This is an optimization exercise on Yosys and OpenROAD, whose aim is small area, a short achievable clock period and few clock cycles, not a production implementation.
Only simulation tests tie the RTL to the original design; equivalence was not proved.
Power figures rest on the tool's default switching activity, not on a simulated workload.

==> amber <==
// Pipeline_CPU
module Pipeline_CPU(
    input aclk,
    input reset,
    output [3 :0] if_ben,
    output [31:0] if_wdata,
    output [31:0] if_addr,
    input         if_addr_ok,
    input         if_data_ok,
    input  [31:0] if_rdata,
    output [3 :0] mem_ben,
    output [31:0] mem_wdata,
    output        mem_wr,
    output [31:0] mem_addr,
    input         mem_addr_ok,
    input         mem_data_ok,
    input  [31:0] mem_rdata
    );
Settings: LEC_CHECK=0, CAP_MARGIN=20, CORE_MARGIN=2, CORE_UTILIZATION=30, PLACE_DENSITY=0.55, SLEW_MARGIN=20; clock period 22.0 ns.
standard.sh (not shown) runs the stock make flow with config.mk's settings and CLKGATE_MAP_FILE= SYNTH_SCRIPT=/design/flow/synth_recipe.tcl, a recipe that flattens the netlist after the stock synthesis.
==> flow/flow/run.sh <==
#!/bin/bash
set -euo pipefail
MARGIN=$(cat flow/margin.txt)
bash standard.sh SETUP_SLACK_MARGIN=$MARGIN finish > flow_make.log 2>&1
==> flow/flow/margin.txt <==
16
==> willow (differences from amber) <==
--- a/flow/design.v
+++ b/flow/design.v
@@ -35,27 +35,21 @@
     reg         e_useimm, e_sub;
     reg         e_sel_add, e_sel_slt, e_sel_sltu, e_sel_and, e_sel_or,
                 e_sel_xor, e_sel_nor, e_sel_sh, e_sel_link, e_sel_hi, e_sel_lo;
     reg         e_shl, e_sha, e_shimm, e_shbig;
     reg         e_load, e_store, e_lsign;
     reg  [1 :0] e_size;
     reg         e_mthi, e_mtlo, e_md, e_mddiv, e_mdu;
+    reg  [29:0] e_pc8;
     reg  [4 :0] m_dst;            
     reg  [31:0] m_res;
     reg         m_load, m_lsign, m_pend, m_wr;
     reg  [1 :0] m_size;
     reg  [3 :0] m_ben;
     reg  [31:0] m_wdata;
-    reg         v_m1;             
-    reg  [4 :0] m1_dst;
-    reg  [31:0] m1_res;
-    reg         m1_load, m1_lsign, m1_pend, m1_wr;
-    reg  [1 :0] m1_size;
-    reg  [3 :0] m1_ben;
-    reg  [31:0] m1_wdata;
     reg  [4 :0] w_dst;            
     reg  [31:0] w_res;
     reg         w_load, w_lsign;
     reg  [1 :0] w_size, w_a;
     reg  [4 :0] w2_dst;           
     reg  [31:0] w2_val;
     reg         w2_load, w2_lsign;
@@ -65,15 +59,15 @@
     assign if_ben    = 4'b1111;
     assign if_wdata  = 32'b0;
     assign if_addr   = {3'b000, pc_f[26:0], 2'b00};
     assign mem_ben   = m_ben;
     assign mem_wr    = m_wr;
     assign mem_wdata = m_wdata;
     assign mem_addr  = {3'b000, m_res[28:0]};
-    wire hold = m_pend & ~mem_addr_ok;
+    wire hold = m_pend & ~mem_addr_ok;       
     wire [7 :0] l_byte = (w2_a == 2'd0) ? w2_val[7:0]   :
                          (w2_a == 2'd1) ? w2_val[15:8]  :
                          (w2_a == 2'd2) ? w2_val[23:16] : w2_val[31:24];
     wire [15:0] l_half = w2_a[1] ? w2_val[31:16] : w2_val[15:0];
     wire [31:0] w2_wb  = (!w2_load || w2_size == 2'd2) ? w2_val :
                          (w2_size == 2'd1) ? {{16{w2_lsign & l_half[15]}}, l_half} :
                                              {{24{w2_lsign & l_byte[7]}},  l_byte};
@@ -143,15 +137,15 @@
     wire sD_t = hE_t | (hM_t & m_load) | (~hM_t & hW_t & w_load);
     wire md_wait;
     wire hilo_use = i_mfhi | i_mflo | i_mthi | i_mtlo | i_md;
     wire haz = (use_rs & (d_rs ? sD_s : sE_s)) |
                (use_rt & (d_rt ? sD_t : sE_t)) |
                (hilo_use & (md_wait | (v_e & e_md))) |
                (is_cti & ~v_sb & ~v_f2);
-    wire d_adv  = v_d & ~haz & ~v_m1;
+    wire d_adv  = v_d & ~haz & ~hold;
     wire d_free = ~v_d | d_adv;
     wire        a_eq  = (d_a == d_b);
     wire        a_z   = (d_a == 32'd0);
     wire        a_n   = d_a[31];
     wire        taken = is_jmp |
                         (i_beq  &  a_eq) |
                         (i_bne  & ~a_eq) |
@@ -208,29 +202,29 @@
         end
         else if (~v_sb)
             v_sb <= v_f2;
     end
     wire [31:0] fa, fb;       
     always @(posedge aclk)
     begin
-        if (v_m1)
+        if (hold)
         begin
             e_a     <= fa;
             e_b     <= fb;
             e_fa_em <= 1'b0;
             e_fa_w2 <= 1'b0;
             e_fb_em <= 1'b0;
             e_fb_w2 <= 1'b0;
         end
         else
         begin
-            e_a     <= i_link ? {pc_d + 30'd2, 2'b00} : d_a;    
+            e_a     <= d_a;
             e_b     <= d_b;
-            e_fa_em <= hE_s & ~i_link;
-            e_fa_w2 <= ~hE_s & ~hM_s & hW_s & w_load & ~i_link;
+            e_fa_em <= hE_s;
+            e_fa_w2 <= ~hE_s & ~hM_s & hW_s & w_load;
             e_fb_em <= hE_t;
             e_fb_w2 <= ~hE_t & ~hM_t & hW_t & w_load;
             e_imm      <= d_imm;
             e_useimm   <= i_alui | i_load | i_store;
             e_sub      <= i_sltr | (op == 6'h0A) | (op == 6'h0B) | (i_arith & fn[1]);
             e_sel_add  <= i_arith | (op == 6'h08) | (op == 6'h09);
             e_sel_slt  <= (i_sltr & ~fn[0]) | (op == 6'h0A);
@@ -247,39 +241,39 @@
             e_sel_link <= i_link;
             e_sel_hi   <= i_mfhi;
             e_sel_lo   <= i_mflo;
             e_size     <= (op[1:0] == 2'b11) ? 2'd2 : {1'b0, op[0]};
             e_lsign    <= ~op[2];
             e_mddiv    <= fn[1];
             e_mdu      <= fn[0];
+            e_pc8      <= pc_d + 30'd2;
         end
         if (rst)
         begin
             v_e     <= 1'b0;
             e_dst   <= 5'd0;
             e_load  <= 1'b0;
             e_store <= 1'b0;
             e_mthi  <= 1'b0;
             e_mtlo  <= 1'b0;
             e_md    <= 1'b0;
         end
-        else if (~v_m1)
+        else if (~hold)
         begin
             v_e     <= d_adv;
             e_dst   <= d_adv ? d_dst : 5'd0;
             e_load  <= d_adv & i_load;
             e_store <= d_adv & i_store;
             e_mthi  <= d_adv & i_mthi;
             e_mtlo  <= d_adv & i_mtlo;
             e_md    <= d_adv & i_md;
         end
     end
-    wire [31:0] m_fwd = v_m1 ? m1_res : m_res;    
-    assign fa = e_fa_em ? m_fwd : e_fa_w2 ? w2_wb : e_a;
-    assign fb = e_fb_em ? m_fwd : e_fb_w2 ? w2_wb : e_b;
+    assign fa = e_fa_em ? m_res : e_fa_w2 ? w2_wb : e_a;
+    assign fb = e_fb_em ? m_res : e_fb_w2 ? w2_wb : e_b;
     wire [31:0] alu_b = e_useimm ? e_imm : fb;
     wire [32:0] sum   = {1'b0, fa} + {1'b0, alu_b ^ {32{e_sub}}} + {32'd0, e_sub};
     wire        slt   = (fa[31] ^ alu_b[31]) ? fa[31] : sum[31];
     wire        sltu  = ~sum[32];
     wire [4 :0] sh_amt = e_shimm ? e_imm[10:6] : fa[4:0];
     wire        sh_zero = e_shbig & (fa[31:5] != 27'd0);
     wire [31:0] sh_in;
@@ -297,77 +291,44 @@
                         ({32{e_sel_slt}}  & {31'd0, slt}) |
                         ({32{e_sel_sltu}} & {31'd0, sltu}) |
                         ({32{e_sel_and}}  & (fa & alu_b)) |
                         ({32{e_sel_or}}   & (fa | alu_b)) |
                         ({32{e_sel_xor}}  & (fa ^ alu_b)) |
                         ({32{e_sel_nor}}  & ~(fa | alu_b)) |
                         ({32{e_sel_sh & ~sh_zero}} & sh_rev) |
-                        ({32{e_sel_link}} & fa) |
+                        ({32{e_sel_link}} & {e_pc8, 2'b00}) |
                         ({32{e_sel_hi}}   & hi) |
                         ({32{e_sel_lo}}   & lo);
     wire        e_mem   = e_load | e_store;
     wire [3 :0] e_ben   = ~e_store ? 4'b1111 :
                           (e_size == 2'd2) ? 4'b1111 :
                           (e_size == 2'd1) ? (sum[1] ? 4'b1100 : 4'b0011) :
                           (4'b0001 << sum[1:0]);
     wire [31:0] e_wdata = (e_size == 2'd0) ? {4{fb[7:0]}} :
                           (e_size == 2'd1) ? {2{fb[15:0]}} : fb;
-    wire [31:0] e_mres = e_mem ? sum[31:0] : e_res;
-    wire [3 :0] e_mben = e_mem ? e_ben : 4'b0000;
     always @(posedge aclk)
     begin
-        if (~v_m1)
-        begin
-            m1_dst   <= e_dst;
-            m1_res   <= e_mres;
-            m1_load  <= e_load;
-            m1_pend  <= e_mem;
-            m1_ben   <= e_mben;
-            m1_wr    <= e_store;
-            m1_wdata <= e_wdata;
-            m1_size  <= e_size;
-            m1_lsign <= e_lsign;
-        end
-        if (rst)
-            v_m1 <= 1'b0;
-        else
-            v_m1 <= hold & (v_m1 | v_e);
         if (rst)
         begin
             m_dst  <= 5'd0;
             m_load <= 1'b0;
             m_pend <= 1'b0;
             m_ben  <= 4'b0000;
         end
         else if (~hold)
         begin
-            if (v_m1)
-            begin
-                m_dst   <= m1_dst;
-                m_res   <= m1_res;
-                m_load  <= m1_load;
-                m_pend  <= m1_pend;
-                m_ben   <= m1_ben;
-                m_wr    <= m1_wr;
-                m_wdata <= m1_wdata;
-                m_size  <= m1_size;
-                m_lsign <= m1_lsign;
-            end
-            else
-            begin
-                m_dst   <= e_dst;
-                m_res   <= e_mres;
-                m_load  <= e_load;
-                m_pend  <= e_mem;
-                m_ben   <= e_mben;
-                m_wr    <= e_store;
-                m_wdata <= e_wdata;
-                m_size  <= e_size;
-                m_lsign <= e_lsign;
-            end
+            m_dst   <= e_dst;
+            m_res   <= e_mem ? sum[31:0] : e_res;
+            m_load  <= e_load;
+            m_pend  <= e_mem;
+            m_ben   <= e_mem ? e_ben : 4'b0000;
+            m_wr    <= e_store;
+            m_wdata <= e_wdata;
+            m_size  <= e_size;
+            m_lsign <= e_lsign;
         end
         if (rst | hold)
         begin
             w_dst  <= 5'd0;
             w_load <= 1'b0;
         end
         else
@@ -390,15 +351,15 @@
             w2_load <= w_load;
         end
         w2_val   <= w_load ? mem_rdata : w_res;
         w2_size  <= w_size;
         w2_lsign <= w_lsign;
         w2_a     <= w_a;
     end
-    wire e_fire = v_e & ~v_m1;
+    wire e_fire = v_e & ~hold;
     localparam NM = 32 / KM;
     localparam W  = 32 + KM;
     reg         md_mi, md_mf, md_dp, md_di, md_df;    
     reg  [4 :0] md_cnt;
     reg  [31:0] md_m;             
     reg  [31:0] md_c;             
     reg         md_cy;            
@@ -417,23 +378,23 @@
             cs_p = lo[k] ? ({{KM{1'b0}}, md_m} << k) : {W{1'b0}};
             cs_t = cs_s ^ cs_c ^ cs_p;
             cs_c = ((cs_s & cs_c) | (cs_s & cs_p) | (cs_c & cs_p)) << 1;
             cs_s = cs_t;
         end
         cs_low = {1'b0, cs_s[KM-1:0]} + {1'b0, cs_c[KM-1:0]} + {{KM{1'b0}}, md_cy};
     end
-    reg         md_lz;            
+    wire        lo_z   = (lo == 32'd0);
     wire        ad_xi  = (md_mf & md_n1) | (md_df & md_n1);
     wire [31:0] ad_x   = hi ^ {32{ad_xi}};
-    wire [31:0] ad_y   = md_mf ? (md_c ^ {32{md_n1}}) : 32'd0;
-    wire [1 :0] ad_ci  = md_mf ? (md_n1 ? ({1'b0, ~md_cy} + {1'b0, md_lz}) : {1'b0, md_cy}) :
-                                 {1'b0, md_n1};
+    wire [31:0] ad_y   = md_mf ? (md_c ^ {32{md_n1}}) :
+                         md_di ? ~md_m : 32'd0;
+    wire [1 :0] ad_ci  = md_mf ? (md_n1 ? ({1'b0, ~md_cy} + {1'b0, lo_z}) : {1'b0, md_cy}) :
+                         md_di ? 2'd1 : {1'b0, md_n1};
     wire [32:0] ad_sum = {1'b0, ad_x} + {1'b0, ad_y} + {31'd0, ad_ci};
     wire [31:0] lo_neg = ~lo + 32'd1;
-    wire [32:0] dv_t   = {1'b0, hi} + {1'b0, ~md_m} + 33'd1;     
     function [5:0] clz32(input [31:0] x);
         integer j;
         begin
             clz32 = 6'd32;
             for (j = 0; j < 32; j = j + 1)
                 if (x[j]) clz32 = 6'd31 - j;
         end
@@ -449,16 +410,15 @@
                           (md_dp & dp_end & ~md_neg) |
                           (md_di & (md_cnt == 5'd0) & ~md_neg);
     assign md_wait = md_busy & ~md_last;
     wire        st_an = ~e_mdu & fa[31];
     wire        st_bn = ~e_mdu & fb[31];
     wire [31:0] abs_a = st_an ? (~fa + 32'd1) : fa;
     wire [31:0] abs_b = st_bn ? (~fb + 32'd1) : fb;
-    wire        fa_z  = (fa == 32'd0);
-    wire        fb_z  = (fb == 32'd0);
+    wire        st_z  = (fa == 32'd0) | (fb == 32'd0);
     always @(posedge aclk)
     begin
         if (rst)
         begin
             md_mi <= 1'b0;
             md_mf <= 1'b0;
             md_dp <= 1'b0;
@@ -466,35 +426,24 @@
             md_df <= 1'b0;
         end
         else if (e_fire & e_md)
         begin
             md_cnt <= 5'd0;
             md_c   <= 32'd0;
             md_cy  <= 1'b0;
-            md_lz  <= 1'b1;
-            if (e_mddiv & fb_z)
-            begin
-                hi    <= fa;                 
-                lo    <= (~e_mdu & fa[31]) ? 32'd1 : 32'hFFFFFFFF;
-            end
-            else if (e_mddiv & fa_z)
-            begin
-                hi    <= 32'd0;
-                lo    <= 32'd0;
-            end
-            else if (e_mddiv)
+            if (e_mddiv)
             begin
                 md_dp <= 1'b1;
                 hi    <= abs_a;
                 lo    <= 32'd0;
                 md_m  <= abs_b;
                 md_n1 <= st_an;
                 md_n2 <= st_an ^ st_bn;
             end
-            else if (fa_z | fb_z)
+            else if (st_z)
             begin
                 hi    <= 32'd0;
                 lo    <= 32'd0;
             end
             else
             begin
                 md_mi <= 1'b1;
@@ -506,15 +455,14 @@
             end
         end
         else if (md_mi)
         begin
             hi     <= cs_s[W-1:KM];
             md_c   <= cs_c[W-1:KM];
             md_cy  <= cs_low[KM];
-            md_lz  <= md_lz & (cs_low[KM-1:0] == {KM{1'b0}});
             lo     <= {cs_low[KM-1:0], lo[31:KM]};
             md_cnt <= md_cnt + 5'd1;
             if (md_cnt == NM - 1)
             begin
                 md_mi <= 1'b0;
                 md_mf <= 1'b1;
             end
@@ -538,16 +486,16 @@
                 md_m   <= md_m << dv_d;
                 md_cnt <= dv_d;
                 md_di  <= 1'b1;
             end
         end
         else if (md_di)
         begin
-            if (dv_t[32]) hi <= dv_t[31:0];
-            lo     <= {lo[30:0], dv_t[32]};
+            if (ad_sum[32]) hi <= ad_sum[31:0];
+            lo     <= {lo[30:0], ad_sum[32]};
             md_m   <= md_m >> 1;
             md_cnt <= md_cnt - 5'd1;
             if (md_cnt == 5'd0)
             begin
                 md_di <= 1'b0;
                 md_df <= md_neg;
             end
==> flow/run.sh (new file) <==
#!/bin/bash
# synth_recipe.tcl (not shown) runs the flow's synth.tcl, then flattens the netlist and writes it again
# the make line also repeats each setting of config.mk as NAME=value (left out here)
make -C /OpenROAD-flow-scripts/flow DESIGN_CONFIG=/design/flow/config.mk WORK_HOME=/design/flow/orfs CLKGATE_MAP_FILE= SYNTH_SCRIPT=/design/flow/synth_recipe.tcl finish
removed: flow/flow/run.sh
removed: flow/flow/margin.txt
removed: flow/standard.sh
==> qor summary <==
metric                                                                     amber           willow
Post-synthesis sequential element count                                     1707             1656
Number of standard cells in the layout, taps in and fillers out            14171            13189
Global-route track usage on met1                                          32.13%           30.95%
Proportion of netlist area held by the largest area contributor           39.09%           42.01%
Startpoint of the most critical register-to-register path        w2_a[1]$_DFF_P_  lo[0]$_DFFE_PP_
Area growth from synthesis to final layout                                15.48%           13.03%
Share of total power in the clock network                                  28.7%            29.9%
Insertion delay to the later sink of the worst-skew pair                  960 ps           940 ps
Leakage power                                                         0.04318 uW       0.03969 uW
DIE WIDTH                                                               597.2 um         582.1 um
Fin crit share                                                            28.64%           43.21%
Simple-gate portion of the synthesized area                               10.07%           10.39%
Synth Area in Adders                                                      5.289%           5.173%
Initial antenna violation count                                               39               46
Number of core rows                                                          217              212
Number of clock buffers inserted by TritonCTS                                199              190
Seq cells                                                                   1707             1656
Comb power                                                               4550 uW          3750 uW
Delay contributed by the slowest stage of the critical path              1080 ps           730 ps
Status                                                            finished clean   finished clean
Total standard cell area after synthesis                              105600 um2       100300 um2
Multi-Input Combinational                                                   6469             5977
Number of clock buffers in the layout                                        245              231
Vias/cell                                                                  6.126            5.996
Xor/xnor share of the synthesized area                                    3.618%           3.625%
Full die area                                                         356600 um2       338900 um2
Final hold slack                                                        329.3 ps         331.1 ps
Testbench counts of amber, summed over its fixed seeds: cycles 46,742.
Testbench counts of willow, summed over its fixed seeds: cycles 46,752.

## afterwards: timing with drivers on the ports
No port has a modelled driver above. Below, the same layouts with a new extraction and two added sets of constraints.
Step 1 assumes that a clkbuf_16 drives the clock port and a buf_2 every other input.
Step 2, shift: input delay + t, output delay - t, t = (earliest + latest rising clock arrival at the registers) / 2. This alone moves slack from input paths to output paths.
a / b / c = ideal / step 1 / step 2; a / b = the first two.
run | t (ns) | setup WS [ns] | clock arrival spread, ns | worst slew at a driven data input, ns
amber | 1.016 | 15.700 / 15.700 / 15.063 | 0.106 / 0.106 | 0.20
willow | 0.974 | 12.493 / 12.493 / 12.003 | 0.120 / 0.121 | 0.21
After both steps setup and hold are still met in every run listed. The setup slack of amber, which loses most, moves by 0.000 ns with the drivers and by -0.637 ns with both steps.
